From an optimization exercise on the open Yosys and OpenROAD flow, aimed at small area; shortcuts taken in it are not production practice. Only simulation tests tie the RTL to the original design; equivalence was not proved. Power is estimated from default activity; no workload was simulated.

**flow/design.v**
```verilog
module mult_8bs_4bs(
  input  wire              CLK,
  input  wire signed [7:0] A,
  input  wire signed [3:0] B,
  output reg  signed [11:0] P
);
always @(posedge CLK) P <= A * B;
endmodule
module fifo_3b_16d(
  input  wire       clk,
  input  wire       rst,
  input  wire [2:0] din,
  input  wire       wr_en,
  input  wire       rd_en,
  output reg  [2:0] dout,
  output wire       full,
  output wire       empty
);
reg [2:0] mem [0:15];
reg [3:0] wr_ptr, rd_ptr;
reg [4:0] count;
wire do_wr = wr_en && !full;
wire do_rd = rd_en && !empty;
assign full  = (count == 5'd16);
assign empty = (count == 5'd0);
always @(posedge clk) begin
  if (rst) begin
    wr_ptr <= 4'd0;
    rd_ptr <= 4'd0;
    count  <= 5'd0;
    dout   <= 3'd0;
  end else begin
    if (do_wr) wr_ptr <= wr_ptr + 4'd1;
    if (do_rd) begin
      rd_ptr <= rd_ptr + 4'd1;
      dout   <= mem[rd_ptr];
    end
    count <= count + {4'd0, do_wr} - {4'd0, do_rd};
  end
end
always @(posedge clk)
  if (do_wr) mem[wr_ptr] <= din;
endmodule
`timescale 1ns / 1ps
module Sigmoid#(
	parameter				WI = 16,
	parameter				WO = 1
)(
	input	wire				i_sclk,
	input	wire				i_rstn,
	input	wire				i_valid,
	input	wire signed[WI-1:0]		i_tdata,
	output	reg 				o_valid,
	output	reg [WO-1:0]			o_tdata
);
always@(posedge i_sclk)	o_valid <= i_valid;
always@(posedge i_sclk)
     if(!i_rstn)
     	o_tdata <= 'd0;
     else
	if(i_valid)
	begin
		if(i_tdata<0)	o_tdata <= 'd0;
		else		o_tdata <= 'd1;
	end
	else
	                       o_tdata <= o_tdata;
endmodule
`timescale 1ns / 1ps
module LeNet_Conv_C3#(
	parameter					WD = 3,
	parameter					WW = 8
)(		
	input	wire					i_sclk,
	input	wire					i_rstn,
	input	wire					i_vsync,
	input	wire					i_hsync,
	input	wire					i_valid,
	input	wire[WD-1:0]			        i_tdata,
	input	wire					i_W_en,
	input	wire[WW-1:0]			        i_Weight,
	input	wire[4:0]				i_W_addr,
	output	reg 					o_hsync,
	output	wire					o_valid,
	output	wire signed[WD+WW+5:0]	o_tdata
);
reg [7:0]	cnt_cols,cnt_rows;
reg [WD-1:0]	dat_1;
reg 		wr_en_1;
wire		rd_en_1;
wire[WD-1:0]	dat_2;
reg 		wr_en_2;
wire		rd_en_2;
wire[WD-1:0]	dat_3;
reg 		wr_en_3;
wire		rd_en_3;
wire[WD-1:0]	dat_4;
reg 		wr_en_4;
wire		rd_en_4;
wire[WD-1:0]	dat_5;
reg [WD:0]	dat_1_d1,dat_1_d2,dat_1_d3,dat_1_d4;
reg [WD:0]	dat_2_d1,dat_2_d2,dat_2_d3,dat_2_d4;
reg [WD:0]	dat_3_d1,dat_3_d2,dat_3_d3,dat_3_d4;
reg [WD:0]	dat_4_d1,dat_4_d2,dat_4_d3,dat_4_d4;
reg [WD:0]	dat_5_d1,dat_5_d2,dat_5_d3,dat_5_d4;
reg  signed[WW-1:0]		W_11,W_12,W_13,W_14,W_15;
reg  signed[WW-1:0]		W_21,W_22,W_23,W_24,W_25;
reg  signed[WW-1:0]		W_31,W_32,W_33,W_34,W_35;
reg  signed[WW-1:0]		W_41,W_42,W_43,W_44,W_45;
reg  signed[WW-1:0]		W_51,W_52,W_53,W_54,W_55;
wire signed[WD+WW:0]	M11,M12,M13,M14,M15;
wire signed[WD+WW:0]	M21,M22,M23,M24,M25;
wire signed[WD+WW:0]	M31,M32,M33,M34,M35;
wire signed[WD+WW:0]	M41,M42,M43,M44,M45;
wire signed[WD+WW:0]	M51,M52,M53,M54,M55;
reg [9:0]		sum_flag;
reg  signed[WD+WW+2:0]	sum_11,sum_12;
reg  signed[WD+WW+2:0]	sum_21,sum_22;
reg  signed[WD+WW+2:0]	sum_31,sum_32;
reg  signed[WD+WW+2:0]	sum_41,sum_42;
reg  signed[WD+WW+2:0]	sum_51,sum_52;
reg  signed[WD+WW+3:0]	sum_1,sum_2,sum_3,sum_4,sum_5;
reg  signed[WD+WW+4:0]	sum_t1,sum_t2;
reg  signed[WD+WW+5:0]	sum_5x5;
always@(posedge i_sclk)
	if(i_valid)		cnt_cols <= cnt_cols + 'd1;
	else			cnt_cols <= 'd1;
always@(posedge i_sclk)
	if(!i_rstn)		cnt_rows <= 'd0;
	else
	  if(i_vsync)		cnt_rows <= 'd0;
	  else 
	    if(i_hsync)		cnt_rows <= cnt_rows + 'd1;
	    else			cnt_rows <= cnt_rows;
always@(posedge i_sclk)	wr_en_1 <= i_valid;
always@(posedge i_sclk)	dat_1 <= i_tdata;
assign rd_en_1 = cnt_rows>1 ? i_valid:'d0;
assign rd_en_2 = cnt_rows>2 ? i_valid:'d0;
assign rd_en_3 = cnt_rows>3 ? i_valid:'d0;
assign rd_en_4 = cnt_rows>4 ? i_valid:'d0;
always@(posedge i_sclk)	wr_en_2 <= rd_en_1;
always@(posedge i_sclk)	wr_en_3 <= rd_en_2;
always@(posedge i_sclk)	wr_en_4 <= rd_en_3;
fifo_3b_16d fifo_3b_16d_r1(
  .clk(i_sclk),       
  .rst(i_vsync),       
  .din(dat_1),       
  .wr_en(wr_en_1),   
  .rd_en(rd_en_1),   
  .dout(dat_2),     
  .full(),     
  .empty()   
);
fifo_3b_16d fifo_3b_16d_r2(
  .clk(i_sclk),       
  .rst(i_vsync),       
  .din(dat_2),       
  .wr_en(wr_en_2),   
  .rd_en(rd_en_2),   
  .dout(dat_3),     
  .full(),     
  .empty()   
);
fifo_3b_16d fifo_3b_16d_r3(
  .clk(i_sclk),       
  .rst(i_vsync),       
  .din(dat_3),       
  .wr_en(wr_en_3),   
  .rd_en(rd_en_3),   
  .dout(dat_4),     
  .full(),     
  .empty()   
);
fifo_3b_16d fifo_3b_16d_r4(
  .clk(i_sclk),       
  .rst(i_vsync),       
  .din(dat_4),       
  .wr_en(wr_en_4),   
  .rd_en(rd_en_4),   
  .dout(dat_5),     
  .full(),     
  .empty()   
);
always@(posedge i_sclk)
	begin
		dat_1_d1 <= dat_1;
		dat_2_d1 <= dat_2;
		dat_3_d1 <= dat_3;
		dat_4_d1 <= dat_4;
		dat_5_d1 <= dat_5;
		dat_1_d2 <= dat_1_d1;
		dat_2_d2 <= dat_2_d1;
		dat_3_d2 <= dat_3_d1;
		dat_4_d2 <= dat_4_d1;
		dat_5_d2 <= dat_5_d1;
		dat_1_d3 <= dat_1_d2;
		dat_2_d3 <= dat_2_d2;
		dat_3_d3 <= dat_3_d2;
		dat_4_d3 <= dat_4_d2;
		dat_5_d3 <= dat_5_d2;
		dat_1_d4 <= dat_1_d3;
		dat_2_d4 <= dat_2_d3;
		dat_3_d4 <= dat_3_d3;
		dat_4_d4 <= dat_4_d3;
		dat_5_d4 <= dat_5_d3;
	end
always @(posedge i_sclk)
	if(!i_rstn)
	begin
		W_11 <= 'd0;
		W_12 <= 'd0;
		W_13 <= 'd0;
		W_14 <= 'd0;
		W_15 <= 'd0;
		W_21 <= 'd0;
		W_22 <= 'd0;
		W_23 <= 'd0;
		W_24 <= 'd0;
		W_25 <= 'd0;
		W_31 <= 'd0;
		W_32 <= 'd0;
		W_33 <= 'd0;
		W_34 <= 'd0;
		W_35 <= 'd0;
		W_41 <= 'd0;
		W_42 <= 'd0;
		W_43 <= 'd0;
		W_44 <= 'd0;
		W_45 <= 'd0;
		W_51 <= 'd0;
		W_52 <= 'd0;
		W_53 <= 'd0;
		W_54 <= 'd0;
		W_55 <= 'd0;
	end
	else if(i_W_en)
	begin
		case (i_W_addr)
		0 :	W_11 <= i_Weight;
		1 :     W_12 <= i_Weight;
		2 :     W_13 <= i_Weight;
		3 :     W_14 <= i_Weight;
		4 :     W_15 <= i_Weight;
		5 :     W_21 <= i_Weight;
		6 :     W_22 <= i_Weight;
		7 :     W_23 <= i_Weight;
		8 :     W_24 <= i_Weight;
		9 :     W_25 <= i_Weight;
		10:     W_31 <= i_Weight;
		11:     W_32 <= i_Weight;
		12:     W_33 <= i_Weight;
		13:     W_34 <= i_Weight;
		14:     W_35 <= i_Weight;
		15:     W_41 <= i_Weight;
		16:     W_42 <= i_Weight;
		17:     W_43 <= i_Weight;
		18:     W_44 <= i_Weight;
		19:     W_45 <= i_Weight;
		20:     W_51 <= i_Weight;
		21:     W_52 <= i_Weight;
		22:     W_53 <= i_Weight;
		23:     W_54 <= i_Weight;
		24:     W_55 <= i_Weight;
		endcase
	end
	else
	begin
		W_11 <= W_11;
		W_12 <= W_12;
		W_13 <= W_13;
		W_14 <= W_14;
		W_15 <= W_15;
		W_21 <= W_21;
		W_22 <= W_22;
		W_23 <= W_23;
		W_24 <= W_24;
		W_25 <= W_25;
		W_31 <= W_31;
		W_32 <= W_32;
		W_33 <= W_33;
		W_34 <= W_34;
		W_35 <= W_35;
		W_41 <= W_41;
		W_42 <= W_42;
		W_43 <= W_43;
		W_44 <= W_44;
		W_45 <= W_45;
		W_51 <= W_51;
		W_52 <= W_52;
		W_53 <= W_53;
		W_54 <= W_54;
		W_55 <= W_55;
	end
mult_8bs_4bs mult_8bs_4bs_M11(
  .CLK(i_sclk),   
  .A(W_11),       
  .B(dat_5_d4),       
  .P(M11)       
);
mult_8bs_4bs mult_8bs_4bs_M12(
  .CLK(i_sclk),   
  .A(W_12),       
  .B(dat_5_d3),       
  .P(M12)       
);
mult_8bs_4bs mult_8bs_4bs_M13(
  .CLK(i_sclk),   
  .A(W_13),       
  .B(dat_5_d2),       
  .P(M13)       
);
mult_8bs_4bs mult_8bs_4bs_M14(
  .CLK(i_sclk),   
  .A(W_14),       
  .B(dat_5_d1),       
  .P(M14)       
);
mult_8bs_4bs mult_8bs_4bs_M15(
  .CLK(i_sclk),   
  .A(W_15),       
  .B({1'b0,dat_5}),       
  .P(M15)       
);
mult_8bs_4bs mult_8bs_4bs_M21(
  .CLK(i_sclk),   
  .A(W_21),       
  .B(dat_4_d4),       
  .P(M21)       
);
mult_8bs_4bs mult_8bs_4bs_M22(
  .CLK(i_sclk),   
  .A(W_22),       
  .B(dat_4_d3),       
  .P(M22)       
);
mult_8bs_4bs mult_8bs_4bs_M23(
  .CLK(i_sclk),   
  .A(W_23),       
  .B(dat_4_d2),       
  .P(M23)       
);
mult_8bs_4bs mult_8bs_4bs_M24(
  .CLK(i_sclk),   
  .A(W_24),       
  .B(dat_4_d1),       
  .P(M24)       
);
mult_8bs_4bs mult_8bs_4bs_M25(
  .CLK(i_sclk),   
  .A(W_25),       
  .B({1'b0,dat_4}),       
  .P(M25)       
);
mult_8bs_4bs mult_8bs_4bs_M31(
  .CLK(i_sclk),   
  .A(W_31),       
  .B(dat_3_d4),       
  .P(M31)       
);
mult_8bs_4bs mult_8bs_4bs_M32(
  .CLK(i_sclk),   
  .A(W_32),       
  .B(dat_3_d3),       
  .P(M32)       
);
mult_8bs_4bs mult_8bs_4bs_M33(
  .CLK(i_sclk),   
  .A(W_33),       
  .B(dat_3_d2),       
  .P(M33)       
);
mult_8bs_4bs mult_8bs_4bs_M34(
  .CLK(i_sclk),   
  .A(W_34),       
  .B(dat_3_d1),       
  .P(M34)       
);
mult_8bs_4bs mult_8bs_4bs_M35(
  .CLK(i_sclk),   
  .A(W_35),       
  .B({1'b0,dat_3}),       
  .P(M35)       
);
mult_8bs_4bs mult_8bs_4bs_M41(
  .CLK(i_sclk),   
  .A(W_41),       
  .B(dat_2_d4),       
  .P(M41)       
);
mult_8bs_4bs mult_8bs_4bs_M42(
  .CLK(i_sclk),   
  .A(W_42),       
  .B(dat_2_d3),       
  .P(M42)       
);
mult_8bs_4bs mult_8bs_4bs_M43(
  .CLK(i_sclk),   
  .A(W_43),       
  .B(dat_2_d2),       
  .P(M43)       
);
mult_8bs_4bs mult_8bs_4bs_M44(
  .CLK(i_sclk),   
  .A(W_44),       
  .B(dat_2_d1),       
  .P(M44)       
);
mult_8bs_4bs mult_8bs_4bs_M45(
  .CLK(i_sclk),   
  .A(W_45),       
  .B({1'b0,dat_2}),       
  .P(M45)       
);
mult_8bs_4bs mult_8bs_4bs_M51(
  .CLK(i_sclk),   
  .A(W_51),       
  .B(dat_1_d4),       
  .P(M51)       
);
mult_8bs_4bs mult_8bs_4bs_M52(
  .CLK(i_sclk),   
  .A(W_52),       
  .B(dat_1_d3),       
  .P(M52)       
);
mult_8bs_4bs mult_8bs_4bs_M53(
  .CLK(i_sclk),   
  .A(W_53),       
  .B(dat_1_d2),       
  .P(M53)       
);
mult_8bs_4bs mult_8bs_4bs_M54(
  .CLK(i_sclk),   
  .A(W_54),       
  .B(dat_1_d1),       
  .P(M54)       
);
mult_8bs_4bs mult_8bs_4bs_M55(
  .CLK(i_sclk),   
  .A(W_55),       
  .B({1'b0,dat_1}),       
  .P(M55)       
);
always@(posedge i_sclk)
	if(!i_rstn)	sum_flag <= 'd0;
	else		sum_flag <= {sum_flag[8:0],rd_en_4};
always@(posedge i_sclk)
	if(!i_rstn)
	begin
		sum_11 <= 'd0;
		sum_12 <= 'd0;
		sum_21 <= 'd0;
		sum_22 <= 'd0;
		sum_31 <= 'd0;
		sum_32 <= 'd0;
		sum_41 <= 'd0;
		sum_42 <= 'd0;
		sum_51 <= 'd0;
		sum_52 <= 'd0;
		sum_1 <= 'd0;
		sum_2 <= 'd0;
		sum_3 <= 'd0;
		sum_4 <= 'd0;
		sum_5 <= 'd0;
		sum_t1 <= 'd0;
		sum_t2 <= 'd0;
		sum_5x5 <= 'd0;
	end
	else
	begin
	if(i_vsync)
	begin
		sum_11 <= 'd0;
		sum_12 <= 'd0;
		sum_21 <= 'd0;
		sum_22 <= 'd0;
		sum_31 <= 'd0;
		sum_32 <= 'd0;
		sum_41 <= 'd0;
		sum_42 <= 'd0;
		sum_51 <= 'd0;
		sum_52 <= 'd0;
		sum_1 <= 'd0;
		sum_2 <= 'd0;
		sum_3 <= 'd0;
		sum_4 <= 'd0;
		sum_5 <= 'd0;
		sum_t1 <= 'd0;
		sum_t2 <= 'd0;
		sum_5x5 <= 'd0;
	end
	else
	begin
		if(sum_flag[5])
		begin
			sum_11 <= M11 + M12;
			sum_12 <= M13 + M14 + M15;
			sum_21 <= M21 + M22;
			sum_22 <= M23 + M24 + M25;
			sum_31 <= M31 + M32;
			sum_32 <= M33 + M34 + M35;
			sum_41 <= M41 + M42;
			sum_42 <= M43 + M44 + M45;
			sum_51 <= M51 + M52;
			sum_52 <= M53 + M54 + M55;
		end
		else
		begin
			sum_11 <= sum_11;
			sum_12 <= sum_12;
			sum_21 <= sum_21;
			sum_22 <= sum_22;
			sum_31 <= sum_31;
			sum_32 <= sum_32;
			sum_41 <= sum_41;
			sum_42 <= sum_42;
			sum_51 <= sum_51;
			sum_52 <= sum_52;
		end
		sum_1 <= sum_11 + sum_12;
		sum_2 <= sum_21 + sum_22;
		sum_3 <= sum_31 + sum_32;
		sum_4 <= sum_41 + sum_42;
		sum_5 <= sum_51 + sum_52;
		sum_t1 <= sum_1 + sum_2;
		sum_t2 <= sum_3 + sum_4 + sum_5;
		sum_5x5 <= sum_t1 + sum_t2;
	end
	end
always@(posedge i_sclk)
	if(cnt_rows>3)	o_hsync <= i_hsync;
	else		o_hsync <= 'd0;
assign	o_valid = sum_flag[5]&sum_flag[9];
assign	o_tdata = sum_5x5;
endmodule
`timescale 1ns / 1ps
module LeNet_Conv_C3_top#(
	parameter				WD = 3,
	parameter				WW = 8,
	parameter				GP = 6
)(		
	input	wire				i_sclk,
	input	wire				i_rstn,
	input	wire				i_vsync,
	input	wire				i_hsync,
	input	wire				i_valid,
	input	wire[WD-1:0]			i_tdata_1,
	input	wire[WD-1:0]			i_tdata_2,
	input	wire[WD-1:0]			i_tdata_3,
	input	wire[WD-1:0]			i_tdata_4,
	input	wire[WD-1:0]			i_tdata_5,
	input	wire[WD-1:0]			i_tdata_6,
	input	wire[GP-1:0]			i_W_en,
	input	wire[WW-1:0]			i_Weight_1,
	input	wire[WW-1:0]			i_Weight_2,
	input	wire[WW-1:0]			i_Weight_3,
	input	wire[WW-1:0]			i_Weight_4,
	input	wire[WW-1:0]			i_Weight_5,
	input	wire[WW-1:0]			i_Weight_6,
	input	wire[4:0]			i_W_addr,
	input	wire signed[WW-1:0]		i_Bias,
	output	wire				o_hsync,
	output	wire				o_valid,
	output	wire				o_tdata
);
wire					C3_hsync;
wire					C3_valid;
wire signed[WD+WW+5:0]			C3_tdata[5:0];
reg  signed[WD+WW+8:0]			sum_1,sum_2;
reg 					sum_en;
reg 					C3_dat_en;
reg  signed[WD+WW+8:0]			C3_dat;
wire		C3_sigm_dat_en;
wire		C3_sigm_dat;
assign o_hsync = C3_hsync;
assign o_valid = C3_sigm_dat_en;
assign o_tdata = C3_sigm_dat;
LeNet_Conv_C3#(
	.WD			(WD),
	.WW			(WW)
)LeNet_Conv_C3_1(
	.i_sclk		(i_sclk),
	.i_rstn		(i_rstn),
	.i_vsync		(i_vsync),
	.i_hsync		(i_hsync),
	.i_valid		(i_valid),
	.i_tdata		(i_tdata_1),
	.i_W_en		(i_W_en[0]),
	.i_Weight		(i_Weight_1),
	.i_W_addr		(i_W_addr),
	.o_hsync		(C3_hsync),
	.o_valid		(C3_valid),
	.o_tdata		(C3_tdata[0])
);
LeNet_Conv_C3#(
	.WD			(WD),
	.WW			(WW)
)LeNet_Conv_C3_2(
	.i_sclk		(i_sclk),
	.i_rstn		(i_rstn),
	.i_vsync		(i_vsync),
	.i_hsync		(i_hsync),
	.i_valid		(i_valid),
	.i_tdata		(i_tdata_2),
	.i_W_en		(i_W_en[1]),
	.i_Weight		(i_Weight_2),
	.i_W_addr		(i_W_addr),
	.o_hsync		(),
	.o_valid		(),
	.o_tdata		(C3_tdata[1])
);
LeNet_Conv_C3#(
	.WD			(WD),
	.WW			(WW)
)LeNet_Conv_C3_3(
	.i_sclk		(i_sclk),
	.i_rstn		(i_rstn),
	.i_vsync		(i_vsync),
	.i_hsync		(i_hsync),
	.i_valid		(i_valid),
	.i_tdata		(i_tdata_3),
	.i_W_en		(i_W_en[2]),
	.i_Weight		(i_Weight_3),
	.i_W_addr		(i_W_addr),
	.o_hsync		(),
	.o_valid		(),
	.o_tdata		(C3_tdata[2])
);
LeNet_Conv_C3#(
	.WD			(WD),
	.WW			(WW)
)LeNet_Conv_C3_4(
	.i_sclk		(i_sclk),
	.i_rstn		(i_rstn),
	.i_vsync		(i_vsync),
	.i_hsync		(i_hsync),
	.i_valid		(i_valid),
	.i_tdata		(i_tdata_4),
	.i_W_en		(i_W_en[3]),
	.i_Weight		(i_Weight_4),
	.i_W_addr		(i_W_addr),
	.o_hsync		(),
	.o_valid		(),
	.o_tdata		(C3_tdata[3])
);
LeNet_Conv_C3#(
	.WD			(WD),
	.WW			(WW)
)LeNet_Conv_C3_5(
	.i_sclk		(i_sclk),
	.i_rstn		(i_rstn),
	.i_vsync		(i_vsync),
	.i_hsync		(i_hsync),
	.i_valid		(i_valid),
	.i_tdata		(i_tdata_5),
	.i_W_en		(i_W_en[4]),
	.i_Weight		(i_Weight_5),
	.i_W_addr		(i_W_addr),
	.o_hsync		(),
	.o_valid		(),
	.o_tdata		(C3_tdata[4])
);
LeNet_Conv_C3#(
	.WD			(WD),
	.WW			(WW)
)LeNet_Conv_C3_6(
	.i_sclk		(i_sclk),
	.i_rstn		(i_rstn),
	.i_vsync		(i_vsync),
	.i_hsync		(i_hsync),
	.i_valid		(i_valid),
	.i_tdata		(i_tdata_6),
	.i_W_en		(i_W_en[5]),
	.i_Weight		(i_Weight_6),
	.i_W_addr		(i_W_addr),
	.o_hsync		(),
	.o_valid		(),
	.o_tdata		(C3_tdata[5])
);
always@(posedge i_sclk)
	if(!i_rstn || i_vsync)
	begin
		sum_1 <= 'd0;
		sum_2 <= 'd0;
	end
	else 
	begin
	  if(C3_valid)
	  begin
		sum_1 <= C3_tdata[0] + C3_tdata[1] + C3_tdata[2];
		sum_2 <= C3_tdata[3] + C3_tdata[4] + C3_tdata[5];
	  end
	  else
	  begin
		sum_1 <= sum_1;
		sum_2 <= sum_2;	
	  end
	end
always@(posedge i_sclk)	sum_en <= C3_valid;
always@(posedge i_sclk)	C3_dat_en <= sum_en;
always@(posedge i_sclk)
	if(!i_rstn || i_vsync)	C3_dat <= 'd0;
	else 
	begin
	  if(sum_en)	        C3_dat <= sum_1 + sum_2 + i_Bias;
	  else 		C3_dat <= C3_dat;
	end
Sigmoid#(
	.WI 			(WD+WW+9)
)Sigmoid_C31(
	.i_sclk		(i_sclk),
	.i_rstn                (i_rstn),
	.i_valid		(C3_dat_en),
	.i_tdata		(C3_dat),
	.o_valid		(C3_sigm_dat_en),
	.o_tdata		(C3_sigm_dat)
);
endmodule
```
**flow/run.sh**
```bash
#!/bin/bash
# synth_recipe.tcl (not shown) runs the flow's synth.tcl, then flattens the netlist and writes it again
# the make line also repeats each setting of config.mk as NAME=value (left out here)
make -C /OpenROAD-flow-scripts/flow DESIGN_CONFIG=/design/flow/config.mk WORK_HOME=/design/flow/orfs CLKGATE_MAP_FILE= SYNTH_SCRIPT=/design/flow/synth_recipe.tcl finish
```
**flow/config.mk**
```make
export PLATFORM = sky130hd
export DESIGN_NAME = LeNet_Conv_C3_top
export DESIGN_NICKNAME = LeNet_Conv_C3_top
export VERILOG_FILES = /design/flow/design.v
export SDC_FILE = /design/flow/constraint.sdc
export NUM_CORES = 4
export LEC_CHECK = 0
export CAP_MARGIN = 20
export CORE_MARGIN = 2
export CORE_UTILIZATION = 40
export PLACE_DENSITY = 0.6
export SLEW_MARGIN = 20
```
**flow/constraint.sdc**
```tcl
create_clock -name core_clock -period 8.0 [get_ports {i_sclk}]
set_input_delay 1.6000 -clock core_clock [delete_from_list [all_inputs] [get_ports {i_sclk}]]
set_output_delay 1.6000 -clock core_clock [all_outputs]
set_load 0.01 [all_outputs]
```
==> run summary <==
-- per-stage QoR --
| stage | instances | area [µm²] |
|---|---|---|
| global route | 58158 | 453000 |
| global placement | 56764 | 427000 |
| floorplan | 43936 | 411000 |
| finish | 58175 | 453000 |
| detailed placement | 56764 | 427000 |
| CTS | 58155 | 453000 |
-- worst paths after layout --
path                                    startpoint                          to  slack (ns)  cells after the start
min reg2reg                              C3_dat_en         Sigmoid_C31.o_valid        0.39                      0
max reg2reg  LeNet_Conv_C3_3.mult_8bs_4bs_M43.P[0]  LeNet_Conv_C3_3.sum_42[12]        3.77                     17
max          LeNet_Conv_C3_3.mult_8bs_4bs_M43.P[0]  LeNet_Conv_C3_3.sum_42[12]        3.77                     17
min                                      C3_dat_en         Sigmoid_C31.o_valid        0.39                      0
-- cells in the final DEF (no fill, tap or decap), types with 1031 or more instances in the layout --
cell / count
a21oi_1: 2297
xnor2_1: 1731
nand3_1: 1472
fa_1: 1506
o21ai_0: 1154
xor2_1: 1031
a21boi_0: 1255
dfxtp_1: 5456
ha_1: 5316
edfxtp_1: 1152
inv_1: 6114
and2_1: 2693
nand2_1: 3558
nor2_1: 2835
-- worst reg2reg max path: cells and delay by family (launching register included) --
kind,cells,cell delay [ns]
buf+inv,1,0.06
xor+xnor,2,0.41
fa+ha+maj,3,0.97
flops,1,0.37
compound gates,6,1.77
simple gates,4,0.42
mux,1,0.13
-- layer usage --
layer / up-vias / GRT usage / share of wire
li1: 145631 / - / -
met1: 139574 / 0.254 / 0.47
met2: 4812 / 0.318 / 0.46
met3: 1481 / 0.0220 / 0.043
met4: 14 / 0.0577 / 0.033
met5: - / 0 / 0.000086
-- kinds of logic after synthesis --
| kind of cell | Yosys count | share of synthesized area |
|---|---|---|
| buffers and inverters | 7231 | 0.0663 |
| adder cells (fa/ha/maj) | 6822 | 0.235 |
| multiplexers | 898 | 0.0328 |
| AND/OR/NAND/NOR | 12339 | 0.144 |
| XOR/XNOR | 2766 | 0.0589 |
| flip-flops | 6619 | 0.350 |
| AO/OA/AOI/OAI | 7261 | 0.113 |
-- area by class of cell --
type,count,area (µm²)
timing repair buffer,287,2580
clock buffer,1001,21300
fill,96958,572000
sequential,6619,144000
multi-input combinational,30086,240000
clock inverter,390,4980
inverter,6122,23000
tap,13651,17100
antenna,19,47.5
-- power breakdown --
part	internal [W]	switching, W	leakage [nW]
Combinational	0.000659	0.00151	144
Clock	0.0215	0.0150	12.8
Sequential	0.0341	0.000269	54.3
==> results.sh <==
export IMPL_die_x_um=1020
export IMPL_slew_violations=0
export IMPL_grt_pass1_wl_um=1590000
export IMPL_htreeDepth=6
export IMPL_worst_path_buf_inv=1
export IMPL_cts_max_path_buffers=5
export IMPL_worstPathRequired_ns=9.02
export IMPL_fp_dieH_um=1020
export IMPL_timing_final_crit_share=0.529
export IMPL_worst_setup_path_end_kind="flip-flop"
export IMPL_start_kind="flip-flop"
export IMPL_vias=291512
export IMPL_path_class="flip-flop to flip-flop"
export IMPL_final_nets=50787
export IMPL_drtAntennaViolNets=0
export IMPL_grt_use_total=0.189
export IMPL_rows=372
export IMPL_ys_async_sr_fraction=0
export IMPL_place_gp_congestion=0.865
export IMPL_synth_cells=43936
export IMPL_maxCapViolCount=0
export IMPL_die_area_um2=1040000
export IMPL_path_max_fanout=3
export IMPL_crit_family="compound AO/OA/AOI/OAI gates"
export IMPL_hold_viol_final=0
export IMPL_core_um2=1030000
export IMPL_crit_chain="ha_1 -> inv_1 -> fa_1 -> nor2b_1 -> o21ai_0 -> a21boi_0 -> o21ai_0 -> a2111oi_0 -> o21a_1 -> nor2_1 -> xnor2_1 -> ha_1 -> and3_1 -> a211oi_1 -> xnor2_1 -> mux2i_1 -> nor2_1"
export IMPL_antenna_found_initial=63
export IMPL_hp_class="flip-flop to flip-flop"
export IMPL_cp_slowest_stage_delay_ns=0.66
export IMPL_skew_ns=0.0973
export IMPL_clkLatencyLatePin_ns=1.15
export IMPL_final_util=0.442
export IMPL_slew_headroom=0.233
export IMPL_power_density_nw_per_um2=161
export IMPL_fin_tns_setup_ns=0
export IMPL_yosysSeqAreaShare=0.350
export IMPL_setup_violations=0
export IMPL_fmax_mhz=236
export IMPL_synth_common_cells="6116 x inv_1, 5467 x dfxtp_1, 5316 x ha_1, 3560 x nand2_1, 2859 x nor2_1"
export IMPL_grt_overflow=0
export IMPL_yosys_cell_types_count=96
export IMPL_finalPower_w=0.0731
export IMPL_ir_drop_mv=0.175
export IMPL_drive_gt1_frac=0.0455
export IMPL_yosys_most_used_dff="dfxtp_1"
export IMPL_grt_pass1_vias=292407
export IMPL_cts_resized_gates=0
export IMPL_rsz0062_at_grt="false"
export IMPL_yosys_area_top_type="dfxtp_1"
export IMPL_cts_root_buf="clkbuf_16"
export IMPL_period_needed_ns=4.23
export IMPL_dp_hpwl_um=732000
export IMPL_dr_first_iter_drc_count=16263
export IMPL_area_growth_pct=10.2
export IMPL_cts_buffers_inserted=759
export IMPL_cp_arrival_ns=5.25
export IMPL_outcome="timing/DRC/antenna clean"
export IMPL_clkTransAtPathRegs_ns=0.06
export IMPL_port_buffers=92
export IMPL_cts_tree="yes"
export IMPL_netlist_area_um2=411000
export IMPL_io_pin_count=93
export IMPL_drcViolationCount=0
export IMPL_tightest_slew_ns=1.14
export IMPL_post_cts_buffers=0
export IMPL_synth_edff_count=1152
export IMPL_yosysMostFrequentCell="inv_1"
export IMPL_initial_core_util=0.401
export IMPL_layout_setup_ws_ns=3.77
export IMPL_syn_nets=50848
export IMPL_synth_top_area_frac=0.266
export IMPL_dr_pass1_iters=6
export IMPL_vias_per_cell=5.01
export IMPL_grt_max_degree=150
export IMPL_synth_area_top_cells="dfxtp_1 27%, ha_1 16%, edfxtp_1 8.4%"
export IMPL_cts_hold_buffers=0
export IMPL_critPathSlowestCell="a2111oi_0"
export IMPL_wl_per_cell_um=17.2
export IMPL_syn_avg_cell_area_um2=9.36
export IMPL_p_leak_nw=211
export IMPL_hold_ws_ns=0.388
export IMPL_place_ws_ns=2.78
export IMPL_cts_sinks=6619
export IMPL_drt_wl_total_um=1000000
export IMPL_ys_warn_count=5
export IMPL_ys_ff_latch=6619

-- afterwards: timing with drivers on the ports --
The results above use ideal ports. As a check the final layout listed here was re-extracted and re-timed, cells and wires unchanged.
Step 1, drivers: a clkbuf_16 drives i_sclk and a buf_2 each remaining input, both assumed.
Step 2 adds t to the input delays and takes it off the output delays; t is the mean of the earliest and latest rising clock arrival at the registers after step 1. Input paths then give back, and output paths get back, about the clock's delay inside the block.
Three values: ideal, step 1, step 2; two values: the first two.
t (ns): 1.252
slack for setup (ns): 3.767 / 3.767 / 2.691
hold WS [ns]: 0.388 / 0.388 / 0.388
After both steps this run still meets setup and hold. The setup slack of this run moves by 0.000 ns with the drivers and by -1.076 ns with both steps.
